Context: an optimization exercise on an open-source flow, tuned for small area. The choices shown serve that exercise and are no tape-out recipe.
At most, simulation tests tie the RTL to the original design; equivalence was not proved.

==> inputs of fjord <==
Design main, start of the top module:
module main
(
  input clk_100M,
  input rst,
  input sign_in_0,
  input sign_in_1,
  output [3:0] r,
  output [3:0] g,
  output [3:0] b,
  output hs,
  output vs
);
==> flow/config.mk <==
export PLATFORM = sky130hd
export DESIGN_NAME = main
export DESIGN_NICKNAME = main
export VERILOG_FILES = /design/flow/design.v
export SDC_FILE = /design/flow/constraint.sdc
export NUM_CORES = 8
export LEC_CHECK = 0
export ABC_AREA = 1
export CAP_MARGIN = 20
export CORE_MARGIN = 2
export CORE_UTILIZATION = 40
export CTS_BUF_LIST = sky130_fd_sc_hd__clkbuf_8
export CTS_CLUSTER_DIAMETER = 80
export CTS_CLUSTER_SIZE = 16
export SLEW_MARGIN = 20
==> flow/constraint.sdc <==
create_clock -name core_clock -period 150.0 [get_ports {clk_100M}]
set_input_delay 30.0000 -clock core_clock [delete_from_list [all_inputs] [get_ports {clk_100M}]]
set_output_delay 30.0000 -clock core_clock [all_outputs]
set_load 0.01 [all_outputs]
standard.sh (not shown) runs the stock make flow with config.mk's settings and CLKGATE_MAP_FILE= SYNTH_SCRIPT=/design/flow/synth_recipe.tcl, a recipe that flattens the netlist after the stock synthesis.
==> flow/flow/run.sh <==
#!/bin/bash
# Layout flow: the standard flow (standard.sh) with three changes:
#  - synthesis maps the logic with an area-oriented ABC script
#    (abc_area.script here) in place of ORFS's, which buffers and upsizes
#    for speed; the registers are the standard synthesis's;
#  - the port buffers are sky130_fd_sc_hd__buf_1 cells;
#  - clock tree synthesis uses clkbuf_8 cells in clusters of up to 16 sinks
#    and inserts no dummy loads.
# Each step's full output is in synth.log and layout.log here, and ORFS's
# own logs are under orfs/logs.
set -euo pipefail
here=$(pwd)
rm -rf "$here/scripts_own"
mkdir -p "$here/scripts_own"
cp -r "$FLOW_HOME/scripts/." "$here/scripts_own/"
cp "$here/flow/abc_area.script" "$here/scripts_own/abc_area.script"
export SCRIPTS_DIR="$here/scripts_own"
bash standard.sh synth > "$here/synth.log" 2>&1
bash standard.sh \
  "BUFFER_PORTS_ARGS=-buffer_cell sky130_fd_sc_hd__buf_1" \
  "CTS_ARGS=-sink_clustering_enable -repair_clock_nets -buf_list sky130_fd_sc_hd__clkbuf_8 -sink_clustering_size 16 -sink_clustering_max_diameter 80 -dont_use_dummy_load" \
  finish > "$here/layout.log" 2>&1
==> flow/flow/abc_area.script <==
strash
dch -f
amap
==> inputs of onyx, as changes to fjord <==
--- a/flow/design.v
+++ b/flow/design.v
@@ -39,23 +39,27 @@
     if (!rst)
         dstate <= 2'd3;
     else if (st_a)
         dstate <= 2'd0;
     else if (last & ~dstate[1])
         dstate <= {dstate[0], ~dstate[0]};
 end
 always @(posedge clk) begin
-    mode_0 <= (st_a & low_0) | (~st_a & mode_0);
-    mode_1 <= (st_a & low_1) | (~st_a & mode_1);
+    if (st_a) begin
+        mode_0 <= low_0;
+        mode_1 <= low_1;
+    end
 end
 wire div_0 = (dstate == 2'd0) & mode_0;
 wire div_1 = (dstate == 2'd1) & mode_1;
-reg [18:0] rem;
-reg [19:0] dvs;
+reg [6:0] rem_hi;
+wire [18:0] rem = {rem_hi, dec[31:20]};
+wire rem_sel = st_a | ~dstate[1];      
+wire [19:0] dvs = dec[19:0];
 localparam [27:0] NUM_REV = 28'h0485e00;
 wire abit = NUM_REV[step];
 wire [19:0] r = {rem, abit};
 reg [19:0] diff;
 reg nb;
 integer k;
 always @(*) begin
     nb = 1'b1;
@@ -63,20 +67,19 @@
         diff[k] = r[k] ^ ~dvs[k] ^ nb;
         nb = (r[k] & ~dvs[k]) | (r[k] & nb) | (~dvs[k] & nb);
     end
 end
 wire qb = (div_0 | div_1) & nb & (|diff);
 reg [27:0] s0, s1, s2;
 reg [6:0] s3, s4;
 wire next_div = last & (dstate == 2'd0);
+wire [18:0] rem_nx = (st_a | next_div) ? 19'd0 : qb ? diff[18:0] : r[18:0];
 always @(posedge clk) begin
-    rem <= (st_a | next_div) ? 19'd0 : qb ? diff[18:0] : r[18:0];
-    dvs <= ({20{st_a}} & mc_0) | ({20{next_div}} & {s1[18:0], s1[27]}) |    
-           ({20{~st_a & ~next_div}} & dvs);
+    rem_hi <= rem_nx[18:12];
     s0 <= st_a ? fh_0 : {s0[26:0], div_0 ? qb : s0[27]};
     s1 <= st_a ? (low_1 ? {8'd0, mc_1} : fh_1) : {s1[26:0], div_1 ? qb : s1[27]};
     s2 <= st_c ? {differ[24:0], 1'b0, differ[26:25]} : {s2[26:0], s2[27]};
     s3 <= st_a ? duty_0 : {s3[5:0], s3[6]};
     s4 <= st_a ? duty_1 : {s4[5:0], s4[6]};
 end
 reg cbusy;
 always @(posedge clk or negedge rst) begin
@@ -108,18 +111,22 @@
 endfunction
 reg [31:0] adj;
 integer i;
 always @(*) begin
     for (i = 0; i < 8; i = i + 1)
         adj[4*i +: 4] = add3(dec[4*i +: 4]);
 end
 always @(posedge clk) begin
-    dec <= ({32{cbusy & (step != 5'd0)}} & {adj[30:0], 1'b0}) | {31'd0, cbusy & bit_in} |
-           ({32{~cbusy}} & dec);
+    dec[19:0] <= ({20{cbusy & (step != 5'd0)}} & {adj[18:0], 1'b0}) | {19'd0, cbusy & bit_in} |
+                 ({20{st_a}} & mc_0) | ({20{next_div}} & {s1[18:0], s1[27]}) |  
+                 ({20{~cbusy & ~st_a & ~next_div}} & dec[19:0]);
+    dec[31:20] <= ({12{cbusy & (step != 5'd0)}} & adj[30:19]) |
+                  ({12{rem_sel}} & rem_nx[11:0]) |
+                  ({12{~cbusy & ~rem_sel}} & dec[31:20]);
 end
 endmodule
 `timescale 10 ns/1 ns
 module frequency
 (
   input clk, rst,
   input sig,             
   input rise,            
@@ -395,65 +402,55 @@
 reg [5:0] vg;
 reg [3:0] vl;
 wire h_sync = (&hg[6:1]) | (~|hg[6:4] & ~(hg[3] & hg[2])) |
               ((hg == 7'd12) & ~hc[2] & ~hc[1]);
 wire h_last = (hg == 7'd112) & (hc == 3'd5);                    
 wire h_first = (hg == 7'd126) & (hc == 3'd4);                   
 wire v_sync = (vg == 6'd2) & ~vl[3] & ~(vl[2] & (vl[1] | vl[0]));  
 wire v_last = (vg == 6'd60) & (vl == 4'd5);                     
+wire h_en = ce_25M | ~rst;                  
+wire h_ld = h_last | ~rst;                  
+wire hc_wr = (hc == 3'd6);
+wire [6:0] hg_nx = h_ld ? 7'd126 : hc_wr ? inc8({1'b0, hg}) : hg;
+wire [2:0] hc_nx = h_ld ? 3'd4 : hc_wr ? 3'd0 : inc8({5'd0, hc});
+always @(posedge clk) begin
+    if (h_en) begin
+        hg <= hg_nx;
+        hc <= hc_nx;
+    end
+end
 always @(posedge clk or negedge rst) begin
-    if (!rst) begin
-        hg <= 7'd126;
-        hc <= 3'd4;
+    if (!rst)
         hs <= 0;
-    end
-    else if (ce_25M) begin
-        if (h_last) begin
-            hg <= 7'd126;
-            hc <= 3'd4;
-        end
-        else begin
-            hs <= ~h_sync;
-            if (hc == 3'd6) begin
-                hc <= 0;
-                hg <= inc8({1'b0, hg});
-            end
-            else
-                hc <= inc8({5'd0, hc});
-        end
-    end
+    else if (ce_25M & ~h_last)
+        hs <= ~h_sync;
 end
 wire hs_fall = ce_25M & hs & h_sync;
+wire v_en = hs_fall | ~rst;
+wire v_ld = v_last | ~rst;
+wire vl_wr = (vl == 4'd8);
+wire [5:0] vg_nx = v_ld ? 6'd2 : vl_wr ? inc8({2'b0, vg}) : vg;
+wire [3:0] vl_nx = v_ld ? 4'd3 : vl_wr ? 4'd0 : inc8({4'd0, vl});
+always @(posedge clk) begin
+    if (v_en) begin
+        vg <= vg_nx;
+        vl <= vl_nx;
+    end
+end
 always @(posedge clk or negedge rst) begin
-    if (!rst) begin
-        vg <= 6'd2;
-        vl <= 4'd3;
+    if (!rst)
         vs <= 0;
-    end
-    else if (hs_fall) begin
-        if (v_last) begin
-            vg <= 6'd2;
-            vl <= 4'd3;
-        end
-        else begin
-            vs <= ~v_sync;
-            if (vl == 4'd8) begin
-                vl <= 0;
-                vg <= inc8({2'b0, vg});
-            end
-            else
-                vl <= inc8({4'd0, vl});
-        end
-    end
+    else if (hs_fall & ~v_last)
+        vs <= ~v_sync;
 end
 wire at_wrap = h_first & hs & v_last;      
 assign st_a = ce_25M & h_last & v_last;
 assign st_c = at_wrap & (ph == 2'd3);
-assign conv = ~hg[6] & ~hg[5];             
+assign conv = ~hg[6] & ~hg[5] & vg[5] & ~vg[4] & ~vg[3];    
 assign row = vg[2:0];
 wire in_row = (vg[5:3] == 3'b100) & ~(vg[2] & (vg[1] | vg[0])) & (vl != 4'd8);
 wire [3:0] ci = hg[3:0];
 wire in_col = (hg[6:4] == 3'b100) & ~(hg[3] & hg[2]);
 reg [3:0] digit;
 always @(*) begin
     case (ci)
         4'd2: digit = dec[31:28];
==> inputs of maple, as changes to fjord <==
--- a/flow/design.v
+++ b/flow/design.v
@@ -10,54 +10,60 @@
   input [19:0] mc_1,
   input [27:0] fh_0,       
   input [27:0] fh_1,
   input [6:0] duty_0,      
   input [6:0] duty_1,
   input [26:0] differ,     
   input conv,              
   input [2:0] row,         
+  input shown,             
   output reg [31:0] dec
 );
 localparam [27:0] FREQ_NUM = 28'd500_000;
 function [31:0] inc(input [31:0] x, input ci);
     integer i;
     reg c;
     begin
         c = ci;
         for (i = 0; i < 32; i = i + 1) begin
             inc[i] = x[i] ^ c;
             c = c & x[i];
         end
     end
 endfunction
 reg [4:0] step;
 wire last = (step == 5'd27);
-always @(posedge clk)
-    step <= (st_a | last | ~rst) ? 5'd0 : inc({27'd0, step}, 1'b1);
+always @(posedge clk or negedge rst) begin
+    if (!rst)
+        step <= 0;
+    else
+        step <= (st_a | last) ? 5'd0 : inc({27'd0, step}, 1'b1);
+end
 reg [1:0] dstate;
 reg mode_0, mode_1;
 always @(posedge clk or negedge rst) begin
     if (!rst)
-        dstate <= 2'd3;
+        dstate <= 2'd2;
     else if (st_a)
         dstate <= 2'd0;
     else if (last & ~dstate[1])
         dstate <= {dstate[0], ~dstate[0]};
 end
 always @(posedge clk) begin
-    mode_0 <= (st_a & low_0) | (~st_a & mode_0);
-    mode_1 <= (st_a & low_1) | (~st_a & mode_1);
+    if (st_a) begin
+        mode_0 <= low_0;
+        mode_1 <= low_1;
+    end
 end
 wire div_0 = (dstate == 2'd0) & mode_0;
 wire div_1 = (dstate == 2'd1) & mode_1;
 reg [18:0] rem;
 reg [19:0] dvs;
-localparam [27:0] NUM_REV = 28'h0485e00;
-wire abit = NUM_REV[step];
+wire abit = FREQ_NUM[5'd27 - step];
 wire [19:0] r = {rem, abit};
 reg [19:0] diff;
 reg nb;
 integer k;
 always @(*) begin
     nb = 1'b1;
     for (k = 0; k < 20; k = k + 1) begin
         diff[k] = r[k] ^ ~dvs[k] ^ nb;
@@ -65,61 +71,53 @@
     end
 end
 wire qb = (div_0 | div_1) & nb & (|diff);
 reg [27:0] s0, s1, s2;
 reg [6:0] s3, s4;
 wire next_div = last & (dstate == 2'd0);
 always @(posedge clk) begin
     rem <= (st_a | next_div) ? 19'd0 : qb ? diff[18:0] : r[18:0];
-    dvs <= ({20{st_a}} & mc_0) | ({20{next_div}} & {s1[18:0], s1[27]}) |    
-           ({20{~st_a & ~next_div}} & dvs);
+    if (st_a)
+        dvs <= mc_0;
+    else if (next_div)
+        dvs <= {s1[18:0], s1[27]};       
     s0 <= st_a ? fh_0 : {s0[26:0], div_0 ? qb : s0[27]};
     s1 <= st_a ? (low_1 ? {8'd0, mc_1} : fh_1) : {s1[26:0], div_1 ? qb : s1[27]};
     s2 <= st_c ? {differ[24:0], 1'b0, differ[26:25]} : {s2[26:0], s2[27]};
     s3 <= st_a ? duty_0 : {s3[5:0], s3[6]};
     s4 <= st_a ? duty_1 : {s4[5:0], s4[6]};
 end
 reg cbusy;
 always @(posedge clk or negedge rst) begin
     if (!rst)
         cbusy <= 0;
     else if (last)
         cbusy <= conv;
 end
-wire late = step[4] & (step[3] | (step[2] & (step[1] | step[0])));    
 reg src;
 always @(*) begin
     case (row)
         3'd0: src = s0[27];
-        3'd1: src = late & s3[6];
+        3'd1: src = (step >= 5'd21) & s3[6];
         3'd2: src = s1[27];
-        3'd3: src = late & s4[6];
+        3'd3: src = (step >= 5'd21) & s4[6];
         default: src = s2[27];
     endcase
 end
-wire shown = ~(dstate[1] & dstate[0]);
 wire bit_in = shown & src;
-function [3:0] add3(input [3:0] d);
-    begin
-        add3[3] = d[3] | (d[2] & d[0]) | (d[2] & d[1]);
-        add3[2] = (d[3] & d[0]) | (d[2] & ~d[1] & ~d[0]);
-        add3[1] = (d[3] & ~d[0]) | (~d[2] & d[1]) | (d[1] & d[0]);
-        add3[0] = (d[3] & ~d[0]) | (~d[3] & ~d[2] & d[0]) | (d[2] & d[1] & ~d[0]);
-    end
-endfunction
 reg [31:0] adj;
 integer i;
 always @(*) begin
     for (i = 0; i < 8; i = i + 1)
-        adj[4*i +: 4] = add3(dec[4*i +: 4]);
+        adj[4*i +: 4] = (dec[4*i +: 4] > 4'd4) ? dec[4*i +: 4] + 4'd3 : dec[4*i +: 4];
 end
 always @(posedge clk) begin
-    dec <= ({32{cbusy & (step != 5'd0)}} & {adj[30:0], 1'b0}) | {31'd0, cbusy & bit_in} |
-           ({32{~cbusy}} & dec);
+    if (cbusy)
+        dec <= (step == 5'd0) ? {31'd0, bit_in} : {adj[30:0], bit_in};
 end
 endmodule
 `timescale 10 ns/1 ns
 module frequency
 (
   input clk, rst,
   input sig,             
   input rise,            
@@ -138,37 +136,51 @@
         for (i = 0; i < 32; i = i + 1) begin
             inc[i] = x[i] ^ c;
             c = c & x[i];
         end
     end
 endfunction
 reg [31:0] counter;
 wire [31:0] counter_inc = inc(counter, 1'b1);
-always @(posedge clk)
-    counter <= (rise | ~rst) ? 32'd0 : counter_inc;
-wire hold = ~rise & rst;
-always @(posedge clk)
-    mc <= ({20{rise}} & {|counter[31:19], counter[18:0]}) | ({20{hold}} & mc);
+always @(posedge clk or negedge rst) begin
+    if (!rst)
+        counter <= 0;
+    else
+        counter <= rise ? 32'd0 : counter_inc;
+end
+always @(posedge clk or negedge rst) begin
+    if (!rst)
+        mc <= 0;
+    else if (rise)
+        mc <= {|counter[31:19], counter[18:0]};
+end
 reg last_1Hz;
 reg [27:0] freq_count;
 wire gate_edge = rise & ~last_1Hz & clk_1Hz;
 wire [27:0] freq_count_inc = inc({4'd0, freq_count}, rise);
-always @(posedge clk)
-    freq_count <= (gate_edge | ~rst) ? 28'd0 : freq_count_inc;
 always @(posedge clk or negedge rst) begin
-    if (!rst)
+    if (!rst) begin
+        freq_count <= 0;
         last_1Hz <= 0;
-    else if (rise)
-        last_1Hz <= clk_1Hz;
+    end
+    else begin
+        freq_count <= gate_edge ? 28'd0 : freq_count_inc;
+        if (rise)
+            last_1Hz <= clk_1Hz;
+    end
 end
 reg [27:0] fhigh;
-assign fhigh_nx = ({28{gate_edge}} & freq_count) | ({28{~gate_edge & rst}} & fhigh);
-always @(posedge clk)
-    fhigh <= fhigh_nx;
+assign fhigh_nx = gate_edge ? freq_count : fhigh;
+always @(posedge clk or negedge rst) begin
+    if (!rst)
+        fhigh <= 0;
+    else
+        fhigh <= fhigh_nx;
+end
 reg low_ok;
 reg low;
 wire mc_ge_500 = (|mc[19:9]) | (&mc[8:4] & (mc[3] | mc[2]));
 wire fh_le_1000 = ~(|fhigh[27:10]) &
                   ~(&fhigh[9:5] & (fhigh[4] | fhigh[3] & (|fhigh[2:0])));
 assign low_nx = low ? low_ok : fh_le_1000;
 always @(posedge clk or negedge rst) begin
     if (!rst) begin
@@ -194,17 +206,17 @@
         7'b?011111: begin base = 7'd32; lim = 13'd5030; end
         default:    begin base = 7'd64; lim = 13'd5062; end
     endcase
 end
 wire hit = sig & (cnt == lim);
 wire [12:0] cnt_inc = inc({19'd0, cnt}, sig);
 wire [6:0] quo_inc = inc({25'd0, quo}, hit);
 reg [6:0] duty;
-assign duty_nx = ({7{gate_pulse}} & quo) | ({7{~gate_pulse}} & duty);
+assign duty_nx = gate_pulse ? quo : duty;
 always @(posedge clk) begin
     duty <= duty_nx;
     cnt <= gate_pulse ? 13'd0 : hit ? {6'd0, base} : cnt_inc;
     quo <= gate_pulse ? 7'd0 : quo_inc;
 end
 endmodule
 `timescale 10 ns/1 ns
 `timescale 10 ns/1 ns
@@ -229,27 +241,35 @@
         last_en <= count_en;
     end
 end
 reg [26:0] counter;
 reg [26:0] inc;
 reg c;
 integer i;
 always @(*) begin
-    c = 1'b1;
+    c = count_en;
     for (i = 0; i < 27; i = i + 1) begin
         inc[i] = counter[i] ^ c;
         c = c & counter[i];
     end
 end
 wire capture = last_en & ~count_en;
-always @(posedge clk)
-    counter <= count_en ? inc : 27'd0;
-always @(posedge clk)
-    differ <= ({27{capture}} & counter) | ({27{~capture & rst}} & differ);
+always @(posedge clk or negedge rst) begin
+    if (!rst)
+        counter <= 0;
+    else
+        counter <= capture ? 27'd0 : inc;
+end
+always @(posedge clk or negedge rst) begin
+    if (!rst)
+        differ <= 0;
+    else if (capture)
+        differ <= counter;
+end
 endmodule
 `timescale 10 ns/1 ns
 module RAM_set(
     input [4:0] code,
     input [2:0] col,
     input [2:0] line,
     output pix
 );
@@ -358,16 +378,17 @@
 endmodule
 `timescale 10 ns/1 ns
 module vga_char_display(
     input clk,
     input rst,
     input [31:0] dec,      
     output st_a,
     output st_c,
+    output reg shown,      
     output conv,           
     output [2:0] row,      
     output [3:0] r,
     output [3:0] g,
     output [3:0] b,
     output reg hs,
     output reg vs
 );
@@ -389,32 +410,31 @@
     else
         ph <= {ph[1] ^ ph[0], ~ph[0]};
 end
 wire ce_25M = (ph == 2'd0);
 reg [6:0] hg;
 reg [2:0] hc;
 reg [5:0] vg;
 reg [3:0] vl;
-wire h_sync = (&hg[6:1]) | (~|hg[6:4] & ~(hg[3] & hg[2])) |
-              ((hg == 7'd12) & ~hc[2] & ~hc[1]);
-wire h_last = (hg == 7'd112) & (hc == 3'd5);                    
-wire h_first = (hg == 7'd126) & (hc == 3'd4);                   
-wire v_sync = (vg == 6'd2) & ~vl[3] & ~(vl[2] & (vl[1] | vl[0]));  
+wire h_sync = (hg >= 7'd126) | (hg < 7'd12) | ((hg == 7'd12) & (hc <= 3'd2));  
+wire h_last = (hg == 7'd112) & (hc == 3'd6);                    
+wire h_first = (hg == 7'd126) & (hc == 3'd5);                   
+wire v_sync = (vg == 6'd2) & (vl <= 4'd4);                      
 wire v_last = (vg == 6'd60) & (vl == 4'd5);                     
 always @(posedge clk or negedge rst) begin
     if (!rst) begin
         hg <= 7'd126;
-        hc <= 3'd4;
+        hc <= 3'd5;
         hs <= 0;
     end
     else if (ce_25M) begin
         if (h_last) begin
             hg <= 7'd126;
-            hc <= 3'd4;
+            hc <= 3'd5;
         end
         else begin
             hs <= ~h_sync;
             if (hc == 3'd6) begin
                 hc <= 0;
                 hg <= inc8({1'b0, hg});
             end
             else
@@ -443,21 +463,27 @@
             else
                 vl <= inc8({4'd0, vl});
         end
     end
 end
 wire at_wrap = h_first & hs & v_last;      
 assign st_a = ce_25M & h_last & v_last;
 assign st_c = at_wrap & (ph == 2'd3);
+always @(posedge clk or negedge rst) begin
+    if (!rst)
+        shown <= 0;
+    else if (st_a)
+        shown <= 1;
+end
 assign conv = ~hg[6] & ~hg[5];             
 assign row = vg[2:0];
-wire in_row = (vg[5:3] == 3'b100) & ~(vg[2] & (vg[1] | vg[0])) & (vl != 4'd8);
+wire in_row = (vg[5:3] == 3'b100) & (vg[2:0] <= 3'd4) & (vl != 4'd8);
 wire [3:0] ci = hg[3:0];
-wire in_col = (hg[6:4] == 3'b100) & ~(hg[3] & hg[2]);
+wire in_col = (hg[6:4] == 3'b100) & (hg[3:0] <= 4'd11);
 reg [3:0] digit;
 always @(*) begin
     case (ci)
         4'd2: digit = dec[31:28];
         4'd3: digit = dec[27:24];
         4'd4: digit = dec[23:20];
         4'd5: digit = row[0] ? dec[7:4] : dec[19:16];
         4'd6: digit = row[0] ? dec[3:0] : dec[15:12];
@@ -493,17 +519,23 @@
 end
 wire pix;
 RAM_set CG(
     .code(code),
     .col(hc),
     .line(vl[2:0]),
     .pix(pix)
 );
-wire lit = pix & in_row & in_col;
+reg lit;
+always @(posedge clk or negedge rst) begin
+    if (!rst)
+        lit <= 0;
+    else if (ce_25M)
+        lit <= pix & in_row & in_col;
+end
 assign r = {4{lit}};
 assign g = {4{lit}};
 assign b = {4{lit}};
 endmodule
 `timescale 10 ns/1 ns
 module main
 (
   input clk_100M,
@@ -514,23 +546,26 @@
   output [3:0] g,
   output [3:0] b,
   output hs,
   output vs
 );
 reg [17:0] clk_count;
 reg clk_1Hz;
 wire gate_end = (clk_count == 18'd159_553);
-always @(posedge clk_100M)
-    clk_count <= (gate_end | ~rst) ? 18'd0 : {clk_count[16:0], ~(clk_count[17] ^ clk_count[10])};
 always @(posedge clk_100M or negedge rst) begin
-    if (!rst)
+    if (!rst) begin
+        clk_count <= 0;
         clk_1Hz <= 1;
-    else if (gate_end)
-        clk_1Hz <= ~clk_1Hz;
+    end
+    else begin
+        clk_count <= gate_end ? 18'd0 : {clk_count[16:0], ~(clk_count[17] ^ clk_count[10])};
+        if (gate_end)
+            clk_1Hz <= ~clk_1Hz;
+    end
 end
 wire gate_pulse = clk_1Hz & (clk_count == 18'd1);
 reg s0_d1, s0_d2, s1_d1, s1_d2;
 always @(posedge clk_100M or negedge rst) begin
     if (!rst) begin
         s0_d1 <= 0;
         s0_d2 <= 1;
         s1_d1 <= 0;
@@ -576,17 +611,17 @@
 wire [26:0] differ;
 time_difference P_D(
     .clk(clk_100M),
     .rst(rst),
     .rise0(rise_0),
     .rise1(rise_1),
     .differ(differ)
 );
-wire st_a, st_c, conv;
+wire st_a, st_c, shown, conv;
 wire [2:0] row;
 wire [31:0] dec;
 div CV(
     .clk(clk_100M),
     .rst(rst),
     .st_a(st_a),
     .st_c(st_c),
     .low_0(low_0),
@@ -595,24 +630,26 @@
     .mc_1(mc_1),
     .fh_0(fhigh_0),
     .fh_1(fhigh_1),
     .duty_0(duty_0),
     .duty_1(duty_1),
     .differ(differ),
     .conv(conv),
     .row(row),
+    .shown(shown),
     .dec(dec)
 );
 vga_char_display VGA(
     .clk(clk_100M),
     .rst(rst),
     .dec(dec),
     .st_a(st_a),
     .st_c(st_c),
+    .shown(shown),
     .conv(conv),
     .row(row),
     .r(r),
     .g(g),
     .b(b),
     .hs(hs),
     .vs(vs)
 );
==> flow/flow/run.sh (replaced) <==
#!/bin/bash
# Layout flow: the standard flow (standard.sh), with one change: the
# synthesis maps the logic with an area-oriented ABC script (abc_area.script
# here) in place of ORFS's, which buffers and upsizes for speed. Everything
# else, including the registers the synthesis makes, is the standard flow's.
set -euo pipefail
here=$(pwd)
rm -rf "$here/scripts_own"
mkdir -p "$here/scripts_own"
cp -r "$FLOW_HOME/scripts/." "$here/scripts_own/"
cp "$here/flow/abc_area.script" "$here/scripts_own/abc_area.script"
export SCRIPTS_DIR="$here/scripts_own"
bash standard.sh synth > "$here/synth.log" 2>&1
bash standard.sh > "$here/layout.log" 2>&1
==> metrics.yaml <==
first_pass_iters: 5
ff2ff_setup_slack_ps: 137790
critPathBufInv: 5
cpPeakStageDelay_ps: 760
die-area_um2: 58000
grt_first_pass_wirelength_um: 76000
slew_headroom_pct: 33.4
die_h_um: 241
multi_input_gates: 1411
status: "finished clean"
worstSetupPathDepth: 24
# the run above: fjord

==> metrics.yaml <==
status: "finished clean"
fmax_ghz: 0.0273
first_pass_iters: 6
portBuffers: 17
cts_setup_buffers: 0
grt_first_pass_wirelength_um: 76700
grtUsageMet3_pct: 3.03
cts_buffer_depth: 3
critPathBufInv: 6
pre_cts_ws_ps: 113990
dp.cells: 2871
slew_headroom_pct: 28.2
ff2ff_setup_slack_ps: 139980
cts_made_buffers: 40
cpPeakStageDelay_ps: 620
synth_area_leaders: "dfxtp_1, ha_1, nor2b_1, nor2_1, a22o_1"
die_h_um: 237
drive_above_1_share_pct: 3.75
multi_input_gates: 1412
die-area_um2: 56000
nonClockInverterCount: 198
# the run above: onyx

==> metrics.yaml <==
slew_headroom_pct: 31.1
p_clk_share_pct: 29.0
die_h_um: 251
overflow: 0
ff2ff_setup_slack_ps: 137960
multi_input_gates: 1393
cpPeakStageDelay_ps: 610
via_per_inst: 5.29
worstSetupPathDepth: 1
die-area_um2: 62800
buf_share_pct: 1.50
finalHoldViolCount: 0
fin_ws_ps: 118230
critPathBufInv: 1
finalNonFillerCells: 3051
status: "finished clean"
first_pass_iters: 5
# the run above: maple

No functional check of the RTL was part of fjord.

[re-timing with driven ports]
No port has a modelled driver above. Below, the same layouts with a new extraction and two added sets of constraints.
Step 1 assumes that a clkbuf_16 drives the clock port and a buf_2 every other input.
Step 2 moves the port delays by t, midway between the first and last clock arrival at a register: inputs arrive t later, outputs are due t later. That takes back most of the time a late clock gives input paths.
Three values: ideal ports, drivers, drivers and shift; two values: the first two.
run	t, ns	setup WS [ns]	clock arrival spread, ns	slew at the worst register clock pin (ns)
fjord	0.660	112.859 / 112.806 / 113.466	0.062 / 0.062	0.10 / 0.10
onyx	0.660	113.345 / 113.289 / 113.950	0.062 / 0.063	0.10 / 0.10
maple	0.676	118.230 / 118.177 / 118.270	0.061 / 0.061	0.11 / 0.11
After both steps every run listed still meets setup and hold. Setup slack includes reset recovery checks.
